Source: an optimization exercise on an open RTL-to-GDS flow (aim: small area). Production flows keep margins and buffers that such runs may drop.
Function was checked by simulation only, so behaviour that the tests miss may differ from the original.
Power figures rest on the tool's default switching activity, not on a simulated workload.

==> design/flow/design.v <==
module sstv_pixel (
    input   reset,
    input   [11:0]  freq,
    output  reg [1:0] color
);
    localparam PIXEL_BLACK     = 2'b00;
    localparam PIXEL_DARKGRAY  = 2'b01;
    localparam PIXEL_LIGHTGRAY = 2'b10;
    localparam PIXEL_WHITE     = 2'b11;
    localparam FREQ_BLACK_LOWER = 12'd1500;
    localparam FREQ_BLACK_UPPER = 12'd1700;
    localparam FREQ_GRAY_MIDDLE = 12'd1900;
    localparam FREQ_WHITE_LOWER = 12'd2100;
    localparam FREQ_WHITE_UPPER = 12'd2300;
    always @(*)
        if (reset)
            color = 0;
        else begin
            if ((freq > FREQ_WHITE_LOWER) &&
                (freq <= FREQ_WHITE_UPPER))
                    color = PIXEL_WHITE;
            else
            if ((freq > FREQ_GRAY_MIDDLE) &&
                (freq <= FREQ_WHITE_LOWER))
                    color = PIXEL_LIGHTGRAY;
            else
            if ((freq > FREQ_BLACK_UPPER) &&
                (freq <= FREQ_GRAY_MIDDLE))
                    color = PIXEL_DARKGRAY;
            else
                color = PIXEL_BLACK;
        end
endmodule
module sstv_cal #(
    parameter simulate = 0
)   (
    input   clk,
    input   reset,
    input   frame_active,
    input   [11:0] freq,
    output  reg cal_active,
    output  reg cal_ok
);
    reg [31:0] cal_counter;
    reg [3:0] cal_state;
    reg [3:0] next_cal_state;
    localparam  CLK_TICKS_10MS  = simulate ? 32'd1_000  : 32'd1_000_000;
    localparam  CLK_TICKS_300MS = simulate ? 32'd30_000 : 32'd30_000_000;
    localparam  FREQ_1900HZ = 12'd1900;
    localparam  FREQ_1200HZ = 12'd1200;
    localparam SSTV_CAL_IDLE        = 4'b0001;
    localparam SSTV_CAL_LEADER_A    = 4'b0010;
    localparam SSTV_CAL_BREAK       = 4'b0100;
    localparam SSTV_CAL_LEADER_B    = 4'b1000;
    always @(posedge clk)
        if (reset)
            cal_state <= SSTV_CAL_IDLE;
        else
            cal_state <= next_cal_state;
    always @(*) begin
        next_cal_state = SSTV_CAL_IDLE;
        case(cal_state)
            SSTV_CAL_IDLE: begin
                if ((FREQ_1900HZ == freq) &&
                    !frame_active)
                    next_cal_state = SSTV_CAL_LEADER_A;
                else
                    next_cal_state = SSTV_CAL_IDLE;
            end
            SSTV_CAL_LEADER_A: begin
                if (FREQ_1900HZ == freq)
                    next_cal_state = SSTV_CAL_LEADER_A;
                else if (FREQ_1200HZ == freq)
                    if (cal_counter >= CLK_TICKS_300MS)
                        next_cal_state = SSTV_CAL_BREAK;
                    else
                        next_cal_state = SSTV_CAL_IDLE;
                else
                    next_cal_state = SSTV_CAL_IDLE;
            end
            SSTV_CAL_BREAK: begin
                if (FREQ_1200HZ == freq)
                    next_cal_state = SSTV_CAL_BREAK;
                else if (FREQ_1900HZ == freq)
                    if (cal_counter >= CLK_TICKS_10MS)
                        next_cal_state = SSTV_CAL_LEADER_B;
                    else
                        next_cal_state = SSTV_CAL_IDLE;
                else
                    next_cal_state = SSTV_CAL_IDLE;
            end
            SSTV_CAL_LEADER_B: begin
                if (FREQ_1900HZ == freq)
                    next_cal_state = SSTV_CAL_LEADER_B;
                else
                    next_cal_state = SSTV_CAL_IDLE;
            end
            default:
                next_cal_state = SSTV_CAL_IDLE;
        endcase
    end
    always @(posedge clk)
        if (reset) begin
            cal_active   <= 0;
            cal_ok       <= 0;
        end
        else
            case (cal_state)
                SSTV_CAL_IDLE: begin
                    cal_active  <= 0;
                    cal_counter <= 32'd1;
                end
                SSTV_CAL_LEADER_A: begin
                    cal_active  <= 1;
                    cal_ok      <= 0;
                    if (FREQ_1900HZ == freq)
                        cal_counter <= cal_counter + 32'd1;
                    else
                        cal_counter <= 32'd1;
                end
                SSTV_CAL_BREAK: begin
                    if (FREQ_1200HZ == freq)
                        cal_counter <= cal_counter + 32'd1;
                    else
                        cal_counter <= 32'd1;
                end
                SSTV_CAL_LEADER_B: begin
                    if (FREQ_1900HZ == freq)
                        cal_counter <= cal_counter + 32'd1;
                    else begin
                        if (cal_counter >= CLK_TICKS_300MS)
                            cal_ok <= 1;
                        else
                            cal_ok <= 0;
                    end
                end
            endcase
endmodule
module sstv_vis #(
    parameter simulate = 0
)   (
    input   clk,
    input   reset,
    input   [11:0]  freq,
    input   cal_ok,
    output  reg [6:0] vis_code,
    output  reg valid
);
    reg [8:0] data_recv;
    reg [4:0]   vis_state;
    reg [4:0]   next_vis_state;
    reg [3:0]   bit_num;
    reg [31:0]  delay_counter;
    localparam  CLK_TICKS_30MS  =   simulate ? 32'd3_000 : 32'd3_000_000;
    localparam  FREQ_1100HZ = 12'd1100;
    localparam  FREQ_1200HZ = 12'd1200;
    localparam  FREQ_1300HZ = 12'd1300;
    localparam  SSTV_VIS_LENGTH      = 4'd8;
    localparam  SSTV_VIS_IDLE    =   'b00001;
    localparam  SSTV_VIS_BEGIN   =   'b00010;
    localparam  SSTV_VIS_RECV    =   'b00100;
    localparam  SSTV_VIS_END     =   'b01000;
    localparam  SSTV_VIS_PARITY  =   'b10000;
    always @(posedge clk)
        if (reset)
            vis_state <= SSTV_VIS_IDLE;
        else
            vis_state <= next_vis_state;
    always @(*) begin
        next_vis_state = SSTV_VIS_IDLE;
        case (vis_state)
            SSTV_VIS_IDLE:
                if (cal_ok && (freq == FREQ_1200HZ))
                    next_vis_state = SSTV_VIS_BEGIN;
                else
                    next_vis_state = SSTV_VIS_IDLE;
            SSTV_VIS_BEGIN:
                    if (CLK_TICKS_30MS == delay_counter)
                        next_vis_state = SSTV_VIS_RECV;
                    else if (((CLK_TICKS_30MS / 2) == delay_counter) &&
                            (FREQ_1200HZ != freq))
                        next_vis_state = SSTV_VIS_IDLE;
                    else
                        next_vis_state = SSTV_VIS_BEGIN;
            SSTV_VIS_RECV:
                if ((CLK_TICKS_30MS / 2) == delay_counter)
                    if ((FREQ_1100HZ != freq) &&
                        (FREQ_1300HZ != freq))
                        next_vis_state = SSTV_VIS_IDLE;
                    else
                        next_vis_state = SSTV_VIS_RECV;
                else if ((bit_num == SSTV_VIS_LENGTH) &&
                        (CLK_TICKS_30MS == delay_counter))
                    next_vis_state = SSTV_VIS_END;
                else
                    next_vis_state = SSTV_VIS_RECV;
            SSTV_VIS_END:
                if (CLK_TICKS_30MS == delay_counter)
                    next_vis_state = SSTV_VIS_PARITY;
                else if (((CLK_TICKS_30MS / 2) == delay_counter) &&
                         (FREQ_1200HZ != freq))
                    next_vis_state = SSTV_VIS_IDLE;
                else
                    next_vis_state = SSTV_VIS_END;
            SSTV_VIS_PARITY:
                if (0 == cal_ok)
                    next_vis_state = SSTV_VIS_IDLE;
                else
                    next_vis_state = SSTV_VIS_PARITY;
            default:
                next_vis_state = SSTV_VIS_IDLE;
        endcase
    end
    always @(posedge clk)
        if (reset) begin
            data_recv       <= 10'b0;
            vis_code        <= 7'b0;
            valid           <= 1'b0;
            delay_counter   <= 32'b1;
            bit_num         <= 4'd0;
        end
        else
            case (vis_state)
                SSTV_VIS_IDLE: begin
                    data_recv   <= 10'b0;
                    bit_num     <= 4'd0;
                    if (FREQ_1200HZ == freq)
                        delay_counter <= delay_counter + 32'b1;
                    else
                        delay_counter <= 32'b1;
                end
                SSTV_VIS_BEGIN: begin
                    valid    <= 1'b0;
                    if (CLK_TICKS_30MS == delay_counter)
                        delay_counter <= 32'b1;
                    else
                        delay_counter <= delay_counter + 32'b1;
                end
                SSTV_VIS_RECV:
                    if (CLK_TICKS_30MS == delay_counter) begin
                        delay_counter <= 32'b1;
                        data_recv <= data_recv >> 9'b1;
                    end
                    else begin
                        delay_counter <= delay_counter + 32'b1;
                        if ((CLK_TICKS_30MS / 2) == delay_counter) begin
                            bit_num <= bit_num + 4'd1;
                            if (FREQ_1300HZ == freq)
                                data_recv[8] <= 1'b0;
                            else
                                data_recv[8] <= 1'b1;
                        end
                    end
                SSTV_VIS_END:
                    if (CLK_TICKS_30MS == delay_counter)
                        delay_counter <= 32'b1;
                    else
                        delay_counter <= delay_counter + 32'b1;
                SSTV_VIS_PARITY:
                    if (^data_recv[7:0] == data_recv[8]) begin
                        vis_code <= data_recv[7:0];
                        valid    <= 1'b1;
                    end
            endcase
endmodule
module sstv #(
    parameter simulate = 1
)   (
    input clk,
    input reset,
    input [11:0] freq,
    output  reg vid_write,
    output  reg [14:0]  vid_addr,
    output  reg [1:0]   vid_pixel,
    output  [6:0]   vis_code,
    output  vis_valid
);
    wire cal_active;
    wire cal_ok;
    reg [8:0]   sstv_state;
    reg [8:0]   next_sstv_state;
    reg [31:0]  delay_counter;
    reg [6:0]   sstv_row;
    reg [7:0]   sstv_col;
    wire [1:0]  pixel_data;
    localparam  CLK_TICKS_30MS  =   simulate ? 32'd3_000 : 32'd3_000_000;
    localparam  CLK_TICKS_5MS   =   simulate ? 32'd500   : 32'd500_000;
    localparam  CLK_TICKS_350US =   simulate ? 32'd35    : 32'd35_000;
    localparam  HORIZ_MAX = 8'd160;
    localparam  VERT_MAX  = 7'd120;
    localparam  FREQ_HSYNC  = 12'd1200;
    localparam  FREQ_BLACK  = 12'd1500;
    localparam  FREQ_WHITE  = 12'd2300;
    localparam  SSTV_IDLE   = 'b00000001;
    localparam  SSTV_CAL    = 'b00000010;
    localparam  SSTV_VIS    = 'b00000100;
    localparam  SSTV_FRAME  = 'b00001000;
    always @(posedge clk)
        if (reset)
            sstv_state <= SSTV_IDLE;
        else
            sstv_state <= next_sstv_state;
    always @(*)
        if(reset)
            next_sstv_state = SSTV_IDLE;
        else
            case (sstv_state)
                SSTV_IDLE: begin
                    if (cal_active)
                        next_sstv_state = SSTV_CAL;
                    else
                        next_sstv_state = SSTV_IDLE;
                end
                SSTV_CAL: begin
                    if (!cal_active && cal_ok)
                        next_sstv_state = SSTV_VIS;
                    else if (cal_active)
                        next_sstv_state = SSTV_CAL;
                    else
                        next_sstv_state = SSTV_IDLE;
                end
                SSTV_VIS: begin
                    if (vis_valid)
                        next_sstv_state = SSTV_FRAME;
                    else if (!cal_ok && !vis_valid)
                        next_sstv_state = SSTV_IDLE;
                    else
                        next_sstv_state = SSTV_VIS;
                end
                SSTV_FRAME: begin
                    if (!cal_active && !cal_ok)
                        next_sstv_state = SSTV_IDLE;
                    else
                    if (sstv_row == VERT_MAX)
                        next_sstv_state = SSTV_IDLE;
                    else
                        next_sstv_state = SSTV_FRAME;
                end
                default:
                        next_sstv_state = SSTV_IDLE;
            endcase
    always @(posedge clk)
        if(reset) begin
            sstv_row   <= 0;
            sstv_col   <= 0;
            vid_write  <= 0;
            vid_addr   <= 0;
        end
        else
            case (sstv_state)
                SSTV_IDLE: begin
                    sstv_row    <= 0;
                    sstv_col    <= 0;
                    vid_write   <= 0;
                    vid_addr    <= 0;
                    delay_counter <= 1;
                end
                SSTV_CAL: begin
                end
                SSTV_VIS: begin
                end
                SSTV_FRAME: begin
                    vid_addr <= (sstv_row * 8'd160) + sstv_col;
                    if (FREQ_HSYNC == freq) begin
                        sstv_col    <= 0;
                        delay_counter <= 1;
                    end
                    else
                    if ((freq >= FREQ_BLACK) &&
                        (freq <= FREQ_WHITE)) begin
                            if (delay_counter == (CLK_TICKS_350US / 2)) begin
                                delay_counter <= delay_counter + 1;
                                vid_pixel <= pixel_data;
                                vid_write <= 1;
                            end
                            else
                            if (delay_counter < CLK_TICKS_350US) begin
                                delay_counter <= delay_counter + 1'b1;
                                vid_write <= 0;
                            end
                            else begin
                                delay_counter <= 1;
                                vid_write <= 0;
                                if (sstv_col == 8'd159) begin
                                    sstv_col <= 0;
                                    sstv_row <= sstv_row + 1'b1;
                                end
                                else
                                    sstv_col <= sstv_col + 1'b1;
                            end
                        end
                end
            endcase
    sstv_cal #(
        .simulate(simulate)
    ) CAL (
        .clk(clk),
        .reset(reset),
        .frame_active(sstv_state == SSTV_FRAME),
        .freq(freq),
        .cal_active(cal_active),
        .cal_ok(cal_ok)
    );
    sstv_vis #(
        .simulate(simulate)
    ) VIS (
        .clk(clk),
        .reset(reset),
        .freq(freq),
        .cal_ok(cal_ok),
        .vis_code(vis_code),
        .valid(vis_valid)
    );
    sstv_pixel PIX (
        .reset(reset),
        .freq(freq),
        .color(pixel_data)
    );
endmodule
==> design/flow/run.sh <==
#!/bin/bash
# synth_recipe.tcl (not shown) runs the flow's synth.tcl, then flattens the netlist and writes it again
# the make line also repeats each setting of config.mk as NAME=value (left out here)
make -C /OpenROAD-flow-scripts/flow DESIGN_CONFIG=/design/flow/config.mk WORK_HOME=/design/flow/orfs CLKGATE_MAP_FILE= SYNTH_SCRIPT=/design/flow/synth_recipe.tcl finish
==> design/flow/config.mk <==
export PLATFORM = sky130hd
export DESIGN_NAME = sstv
export DESIGN_NICKNAME = sstv
export VERILOG_FILES = /design/flow/design.v
export SDC_FILE = /design/flow/constraint.sdc
export NUM_CORES = 4
export LEC_CHECK = 0
export CAP_MARGIN = 20
export CORE_MARGIN = 2
export CORE_UTILIZATION = 40
export SLEW_MARGIN = 20
==> design/flow/constraint.sdc <==
create_clock -name core_clock -period 10.0 [get_ports {clk}]
set_input_delay 2.0000 -clock core_clock [delete_from_list [all_inputs] [get_ports {clk}]]
set_output_delay 2.0000 -clock core_clock [all_outputs]
set_load 0.01 [all_outputs]
==> run summary <==
Nets=1022; H-Tree Depth=4; Worst Hold Class=reg -> reg; DR WL/cell=13.9 um; clock tree from TritonCTS=done; Tot GR Track Use=16.1%; IO buf count=39; Synth Register Bits=165; Top FF cell, synth=dfxtp_1; hold buffers post-CTS=0; Synth area leader=dfxtp_1; area growth from synthesis to layout=15.7%; floorplan row count=53; critical path class=in -> reg; Critical Path RT=10.09 ns; Hold Fails Final Rpt=0; count leader, synth=nor2_1; hold_sp=VIS.data_recv[8]; Synth async-reset ratio=0%; worst r2r src=sstv_row[1]; Critical path origin=freq[11]; hpwl dp=12100 um; Post-synth EDFFs=66; diode count=0; final setup fails=0; crit path launch type=primary input; Die Y=151 um; unrepaired setup endpoints after global routing=no; first-pass GRT wire length=29400 um; Vias=6678; setup TNS=0 ns; clock-pin slew on the worst setup and hold paths=0.07 ns; initial antenna violation count=0; Critical Path Sink Type=flip-flop; Post-Synthesis Cell Area=0.00860 mm^2; sequential cell area fraction in the yosys report=46.1%; R2R Setup Slk=6.78 ns; CORE AREA=0.0211 mm^2; crit path DAT=4.76 ns; cells after synthesis=922; starting density of the core=40.8%; peak supply drop=117 uV; Post-route DRC=0; Max clock buf depth=2; share of cells above drive strength 1=6.33%; worst slew pin tran=1.09 ns; final WL=17600 um; post_cts resized=0; Power per Cell Area=141 mW/mm^2; Die Wd=151 um; placed instance count=1238; top post-synthesis cells by count=nor2_1, dfxtp_1, edfxtp_1, nand2_1, a21oi_1; fin cells=1270; Initial DRT Pass Iterations=5; MaxCap Viol Count=0; post-synth cell types=72; Slew HR=27.0%; final worst path period need=4.67 ns; skew final=0.0107 ns; Max Fclk=214 MHz; vias in the first global route=6121; Syn. warnings=4; crit-path max FO=32; boundary pin count=40; die area=0.0227 mm^2; Sink Count=165; routed vias/inst=5.26; clock root cell=clkbuf_16; largest cells by area after synthesis=dfxtp_1, edfxtp_1, nor2_1; Synth Area per Inst=9.33 um^2; worst skew pair latency=0.44 ns; Final Cycle Share=46.7%; outcome=no timing/DRC/antenna violations; largest net degree at the start of global routing=59; DR iter-0 viols=407; Final ANT Viol Nets=0; TritonCTS buffer count=17; Setup Buffers After CTS=0; static leakage=3.43 nW; Slew Viols, Final=0; Synth top area share=23.0%; Routability Congestion=0.864; GRT Residual Overflow=0
==> sequential cells by signal (all words and copies together), names as in the netlist <==
name / flops
CAL.cal_counter: 32
VIS.vis_state: 5
vid_addr: 15
delay_counter: 32
VIS.data_recv: 9
CAL.cal_state: 4
CAL.cal_ok: 1
vid_write: 1
VIS.delay_counter: 32
sstv_col: 8
CAL.cal_active: 1
sstv_state: 4
VIS.vis_code: 7
sstv_row: 7
VIS.valid: 1
VIS.bit_num: 4
vid_pixel: 2
==> report_power, final <==
| part | internal (mW) | total [mW] | switching (mW) |
|---|---|---|---|
| clock | 0.354 | 0.650 | 0.296 |
| sequential | 0.710 | 0.718 | 0.00784 |
| combinational | 0.0138 | 0.0364 | 0.0225 |
==> layout make-up <==
cell class / instances / area (um^2)
fill: 2043 / 11100
tap: 275 / 344
inverter: 25 / 93.8
timing repair buffer: 46 / 438
multi-input combinational: 727 / 4530
sequential: 165 / 3960
clock buffer: 17 / 425
clock inverter: 15 / 155
==> cells in the final DEF, fill, tap and decap left out, types with 25 or more instances in the layout <==
cell type and n:
a21oi_1 49, clkdlybuf4s50_1 38, conb_1 26, dfxtp_1 99, edfxtp_1 66, inv_1 25, nand2_1 65, nand3_1 45
nand4_1 31, nor2_1 151, nor3_1 28, xnor2_1 34, xor2_1 48
==> worst max-delay path, stage by stage <==
cell and delay (ns):
clkdlybuf4s50_1 0.56, or4b_4 0.56, or4_1 0.91, a311oi_4 0.31, buf_4 0.40
==> kinds of logic (layout without fill, tap and decap cells) <==
kind of cell,Yosys count,after routing,share of synthesized area [%]
AOI/OAI and AO/OA,136,136,10.9
xor gates and xnor gates,83,83,8.61
adders and majority gates,27,27,4.07
buffers and inverters,55,103,2.68
DFF,165,165,46.1
muxes,14,14,1.66
other,1,26,0.0436
and+or+nand+nor,441,441,26.0
==> worst paths after layout <==
kind / to / cells after the start
setup / recovery: delay_counter[19] / 5
hold / removal: VIS.data_recv[7] / 2
setup reg to reg: vid_addr[14] / 10
hold reg to reg: VIS.data_recv[7] / 2
==> stage by stage <==
| stage | total power [mW] | setup WS (ns) | hold WS (ns) | instance area (um^2) | utilization [%] |
|---|---|---|---|---|---|
| 4_1_cts | 1.42 | 5.38 | 0.487 | 9950 | 47.2 |
| 3_3_place_gp | 0.769 | 4.95 | 0.470 | 9370 | 44.4 |
| 2_1_floorplan | 0.754 | 3.59 | 0.461 | 8700 | - |
| 6_report | 1.40 | 5.33 | 0.485 | 9950 | 47.2 |
| 5_1_grt | 1.45 | 5.26 | 0.512 | 9950 | 47.2 |
| 3_5_place_dp | 0.769 | 4.92 | 0.479 | 9370 | 44.4 |
==> layer usage <==
metal	global-route usage, %	routed length (um)
met4	4.35	224
met1	21.8	8820
met5	0	0
met2	25.6	7970
met3	4.03	631

-- separate check: timing with driven ports --
The flow's constraints put no driver on any port. The routed layout listed below was extracted and timed again, unchanged, in two steps.
Step 1 (the two cells are an assumption about what drives the block):
set clk [get_ports {clk}]
set_driving_cell -lib_cell sky130_fd_sc_hd__clkbuf_16 $clk
set_driving_cell -lib_cell sky130_fd_sc_hd__buf_2 [delete_from_list [all_inputs] $clk]
Step 2 adds t to the input delays and takes it off the output delays; t is the mean of the earliest and latest rising clock arrival at the registers after step 1. Input paths then give back, and output paths get back, about the clock's delay inside the block.
a / b / c = no drivers / after step 1 / after step 2; a / b = the first two.
shift t [ns]: 0.476
setup WS [ns]: 5.329 / 5.354 / 4.877
hold WS [ns]: 0.485 / 0.485 / 0.485
After both steps this run still meets setup and hold. The setup slack of this run moves by +0.025 ns with the drivers and by -0.452 ns with both steps.
